What follows belongs to an exercise in optimizing a design on an open flow for small area and a short achievable clock period; a production flow would make more cautious choices.
The RTL was checked by simulation tests, not by an equivalence proof against the original design.
No activity file was given, so power comes from the tool's default toggle rates.

==> flow/design.v (excerpt) <==
module if_id_top(
    input           clk,
    input           n_rst,
    input   [1:0]   PC_src,
    input           RegWrite,
    input   [2:0]   Imm_Src,
    input   [31:0]  next_pc,
    input   [31:0]  jump_pc,
    input   [31:0]  branch_pc,
    input   [31:0]  instr,
    input   [31:0]  reg_wdata,
    output  [31:0]  curr_pc,
    output  [31:0]  pc_plus_4,
    output  [31:0]  RD1,
    output  [31:0]  RD2,
    output  [31:0]  imm_value
);
Size: about 1000 flip-flops, ~330 I/O pins, about 0.043 mm² of cells after synthesis.
Settings: LEC_CHECK=0, CAP_MARGIN=20, CORE_MARGIN=2, CORE_UTILIZATION=60, PLACE_DENSITY=0.72, SETUP_SLACK_MARGIN=3.5, SLEW_MARGIN=20, SYNTH_HIERARCHICAL=1; clock period 9.0 ns.
standard.sh (not shown) runs the stock make flow with config.mk's settings and CLKGATE_MAP_FILE= SYNTH_SCRIPT=/design/flow/synth_recipe.tcl, a recipe that flattens the netlist after the stock synthesis.
==> flow/flow/run.sh <==
#!/bin/bash
# Layout flow: the standard ORFS flow (standard.sh; synthesis, floorplan,
# tap cells and power grid unchanged), with these changes to how the layout
# is made:
#  - after the floorplan, place_array2.tcl places the register-file storage
#    (each flip-flop with the and-or hold multiplexer that drives it) in one
#    column block per bit, bits 0-15 in the lower half of the core and 16-31
#    in the upper half, on legal sites between the tap cells (FIRM); the
#    standard placement then places every other cell around them;
#  - io_pins.tcl puts the RD1/RD2 pins of each bit on the die edge next to
#    that bit's block (the other pins are placed by the standard pin placer);
#  - the input/output port buffers are sky130_fd_sc_hd__buf_1 (the resizer
#    upsizes those on critical paths);
#  - clock tree synthesis uses clkbuf_16 with sink clusters of up to 24 and
#    no dummy loads.
# Each tool's output goes to the ORFS logs under orfs/logs and to the
# *.log files written here.
set -euo pipefail
HERE=$(pwd)
export PA_BANDS=2 PA_GAP=0 PA_PITCH=30 PA_X0=61
export BUFFER_PORTS_ARGS="-buffer_cell sky130_fd_sc_hd__buf_1"
export CTS_ARGS="-sink_clustering_enable -repair_clock_nets -dont_use_dummy_load -buf_list sky130_fd_sc_hd__clkbuf_16 -sink_clustering_size 24 -sink_clustering_max_diameter 60"
export PRE_IO_PLACEMENT_TCL="$HERE/flow/io_pins.tcl"

bash standard.sh floorplan > flow_make_floorplan.log 2>&1

FP="$HERE/orfs/results/$FLOW_PLATFORM/if_id_top/base/2_floorplan.odb"
cp "$FP" "$HERE/2_floorplan_standard.odb"
ODB_IN="$HERE/2_floorplan_standard.odb" ODB_OUT="$FP" \
  openroad -no_init -exit "$HERE/flow/place_array2.tcl" > place_array.log 2>&1
rm -f "$HERE/2_floorplan_standard.odb"

bash standard.sh finish > flow_make.log 2>&1
==> flow/flow/place_array2.tcl <==
# Pre-place the register-file storage and the first level of its read
# multiplexers in one column block per bit (bits 0-15 in the lower half of
# the core, 16-31 in the upper half).  In a block, registers 3g+1..3g+3 take
# three rows (each flip-flop beside the and-or hold multiplexer driving its D
# pin) and the row after them holds the two and-or-invert cells (one per read
# port) that read those three registers.  Cells sit on legal sites between
# the tap cells and are marked FIRM; the standard placement places all other
# cells around them.
# usage: openroad -exit place_array2.tcl  (env ODB_IN, ODB_OUT, PA_*)
read_db $::env(ODB_IN)
set blk [ord::get_db_block]
set site_w 460
set rows [$blk getRows]
set nrows [llength $rows]
set cx0 [lindex [[lindex $rows 0] getOrigin] 0]

array set taps {}
foreach inst [$blk getInsts] {
  if {[string match "*tapvpwrvgnd*" [[$inst getMaster] getName]]} {
    set loc [$inst getLocation]
    set s [expr {([lindex $loc 0] - $cx0) / $site_w}]
    set w [expr {[[$inst getMaster] getWidth] / $site_w}]
    lappend taps([lindex $loc 1]) [list $s [expr {$s + $w}]]
  }
}

proc driver_of {it} {
  set net [$it getNet]
  if {$net == "NULL"} { return "" }
  foreach t [$net getITerms] { if {[$t isOutputSignal]} { return [$t getInst] } }
  return ""
}

# flip-flop / hold-mux pairs by register and bit
array set pair {}
array set ffpos {}
foreach inst [$blk getInsts] {
  if {[regexp {u_register_file\.mem(_n)?\\?\[(\d+)\\?\]\\?\[(\d+)\\?\]} [$inst getName] -> x r b]} {
    set pair($r,$b) [list $inst [driver_of [$inst findITerm D]]]
    set ffpos([$inst getName]) [list $r $b]
  }
}
puts "pairs found: [array size pair]"

# and-or-invert read cells by (group, bit)
array set aoi {}
foreach inst [$blk getInsts] {
  if {![string match "*a222oi*" [[$inst getMaster] getName]]} continue
  set regs {}
  set bit -1
  foreach it [$inst getITerms] {
    if {![$it isInputSignal]} continue
    set d [driver_of $it]
    if {$d != "" && [info exists ffpos([$d getName])]} {
      lassign $ffpos([$d getName]) r b
      lappend regs $r
      set bit $b
    }
  }
  if {[llength $regs] != 3} continue
  set g [expr {([lindex [lsort -integer $regs] 0] - 1) / 3}]
  lappend aoi($g,$bit) $inst
}
puts "aoi groups found: [array size aoi]"

proc overlaps {y s e} {
  global taps
  if {![info exists taps($y)]} { return -1 }
  foreach t $taps($y) {
    if {$s < [lindex $t 1] && [lindex $t 0] < $e} { return [lindex $t 1] }
  }
  return -1
}

# place the instances in list insts left to right in row ri from site xs
proc place_row {ri xs xe insts} {
  global rows cx0 site_w
  set row [lindex $rows $ri]
  set y [lindex [$row getOrigin] 1]
  set cur $xs
  foreach inst $insts {
    set w [expr {[[$inst getMaster] getWidth] / $site_w}]
    while {1} {
      if {$cur + $w > $xe} { error "row $ri full" }
      set t [overlaps $y $cur [expr {$cur + $w}]]
      if {$t < 0} break
      set cur $t
    }
    $inst setOrient [$row getOrient]
    $inst setLocation [expr {$cx0 + $cur * $site_w}] $y
    $inst setPlacementStatus FIRM
    set cur [expr {$cur + $w + $::env(PA_GAP)}]
  }
}

set pitch $::env(PA_PITCH)
set x0 $::env(PA_X0)
set half [expr {$nrows / 2}]
set nused 42
set placed 0
for {set b 0} {$b < 32} {incr b} {
  set band [expr {$b / 16}]
  set col [expr {$b % 16}]
  set xs [expr {$x0 + $col * $pitch}]
  set xe [expr {$xs + $pitch}]
  set r0 [expr {$band * $half + ($half - $nused) / 2}]
  set ri $r0
  for {set g 0} {$g < 11} {incr g} {
    for {set r [expr {3 * $g + 1}]} {$r <= 3 * $g + 3 && $r <= 31} {incr r} {
      place_row $ri [expr {$xs + 1}] $xe [lindex $pair($r,$b) 1]
      # hold mux and flip-flop abut
      set mx [lindex $pair($r,$b) 1]
      set ff [lindex $pair($r,$b) 0]
      set mloc [$mx getLocation]
      set mw [[$mx getMaster] getWidth]
      set row [lindex $rows $ri]
      $ff setOrient [$row getOrient]
      $ff setLocation [expr {[lindex $mloc 0] + $mw}] [lindex $mloc 1]
      $ff setPlacementStatus FIRM
      if {[overlaps [lindex $mloc 1] [expr {([lindex $mloc 0] + $mw - $cx0) / $site_w}] [expr {([lindex $mloc 0] + $mw + [[$ff getMaster] getWidth] - $cx0) / $site_w}]] >= 0} {
        error "flip-flop of x$r bit $b overlaps a tap"
      }
      incr placed
      incr ri
    }
    if {[info exists aoi($g,$b)]} {
      place_row $ri [expr {$xs + 1}] $xe $aoi($g,$b)
    }
    incr ri
  }
}
puts "placed $placed pairs"
write_db $::env(ODB_OUT)
Other scripts of this flow, unchanged in this note and not shown: flow/flow/io_pins.tcl
Edit:
--- a/flow/flow/run.sh
+++ b/flow/flow/run.sh
@@ -12,5 +12,5 @@
 #  - the input/output port buffers are sky130_fd_sc_hd__buf_1 (the resizer
 #    upsizes those on critical paths);
-#  - clock tree synthesis uses clkbuf_16 with sink clusters of up to 24 and
+#  - clock tree synthesis uses clkbuf_8 with sink clusters of up to 16 and
 #    no dummy loads.
 # Each tool's output goes to the ORFS logs under orfs/logs and to the
@@ -20,5 +20,5 @@
 export PA_BANDS=2 PA_GAP=0 PA_PITCH=30 PA_X0=61
 export BUFFER_PORTS_ARGS="-buffer_cell sky130_fd_sc_hd__buf_1"
-export CTS_ARGS="-sink_clustering_enable -repair_clock_nets -dont_use_dummy_load -buf_list sky130_fd_sc_hd__clkbuf_16 -sink_clustering_size 24 -sink_clustering_max_diameter 60"
+export CTS_ARGS="-sink_clustering_enable -repair_clock_nets -dont_use_dummy_load -buf_list sky130_fd_sc_hd__clkbuf_8 -sink_clustering_size 16 -sink_clustering_max_diameter 50"
 export PRE_IO_PLACEMENT_TCL="$HERE/flow/io_pins.tcl"
 
--- a/flow/flow/place_array2.tcl
+++ b/flow/flow/place_array2.tcl
@@ -131,3 +131,4 @@
 }
 puts "placed $placed pairs"
+if {[info exists ::env(SD_SEL)]} { source [file join [file dirname [info script]] size_dec.tcl] }
 write_db $::env(ODB_OUT)
After rerunning: The new run went through all stages and came out clean; clock-buffer cell count climbs by 29; critical path depth is unchanged; global-route usage rose by 0.18 points; power decreases by 2.0%; via count went up by 0.95%; cell area came out lower by 0.55%; synthesized cell count stays the same.

if_id_top again, from the RTL that the note above started with.
clock: 9.0 ns
lec_check: 0
cap_margin: 20
core_margin: 2
core_utilization: 60
place_density: 0.72
setup_slack_margin: 3.5
slew_margin: 20
synth_hierarchical: 1
==> flow/flow/run.sh <==
#!/bin/bash
# Layout flow: the standard ORFS flow (standard.sh, synthesis unchanged),
# with two changes to how the layout is made:
#  - the input/output port buffers are sky130_fd_sc_hd__buf_1 (the resizer
#    upsizes those on critical paths) instead of the cell buffer_ports picks;
#  - clock tree synthesis uses clkbuf_16 with larger sink clusters and no
#    dummy loads.
set -euo pipefail
export BUFFER_PORTS_ARGS="-buffer_cell sky130_fd_sc_hd__buf_1"
export CTS_ARGS="-sink_clustering_enable -repair_clock_nets -dont_use_dummy_load -buf_list sky130_fd_sc_hd__clkbuf_16 -sink_clustering_size 24 -sink_clustering_max_diameter 60"
bash standard.sh finish > flow_make.log 2>&1
The starting point finished with timing, DRC and antenna clean.
Next try:
==> flow/flow/run.sh (replaced) <==
#!/bin/bash
# Layout flow: the standard ORFS flow (standard.sh, synthesis unchanged),
# with two changes to how the layout is made:
#  - the input/output port buffers are sky130_fd_sc_hd__buf_1 (the resizer
#    upsizes those on critical paths) instead of the cell buffer_ports picks;
#  - clock tree synthesis uses clkbuf_8 with sink clusters of up to 16 and
#    no dummy loads.
set -euo pipefail
export BUFFER_PORTS_ARGS="-buffer_cell sky130_fd_sc_hd__buf_1"
export CTS_ARGS="-sink_clustering_enable -repair_clock_nets -dont_use_dummy_load -buf_list sky130_fd_sc_hd__clkbuf_8 -sink_clustering_size 16 -sink_clustering_max_diameter 50"
bash standard.sh finish > flow_make.log 2>&1
Settings changed: CORE_UTILIZATION 60 to 65, PLACE_DENSITY 0.72 to 0.78.
What happened: Routed wire length falls by a few percent; sequential power barely changes; combinational power falls by a few percent; cell count falls slightly; first-iteration DRC count rises by roughly a tenth; register-to-register slack is worse by 20 ps.

==> port drivers added, routing unchanged <==
No port has a modelled driver above. Below, the same layouts with a new extraction and two added sets of constraints.
Step 1 sets driving cells, clkbuf_16 on the clock port and buf_2 on the other inputs (assumed; they add their load-dependent delay and slew).
Step 2 times the ports against the registers' clock, not the clock port: input delays grow and output delays shrink by t, the midpoint of the rising clock arrivals with the driver on.
Slacks: no drivers / after step 1 / after step 2; pairs: no drivers / after step 1.
| run | t, ns | setup WS [ns] | latest minus earliest clock arrival (ns) |
|---|---|---|---|
| the first run of note 1 | 0.645 | 3.471 / 3.430 / 3.430 | 0.057 / 0.058 |
| the second run of note 1 | 0.732 | 3.413 / 3.355 / 3.355 | 0.096 / 0.097 |
| the first run of note 2 | 0.701 | 3.236 / 3.145 / 3.145 | 0.058 / 0.058 |
| the second run of note 2 | 0.829 | 3.177 / 3.114 / 3.114 | 0.089 / 0.088 |
After both steps setup and hold are still met in every run listed. The setup slack of the first run of note 2, which loses most, moves by -0.091 ns with the drivers and by -0.091 ns with both steps.
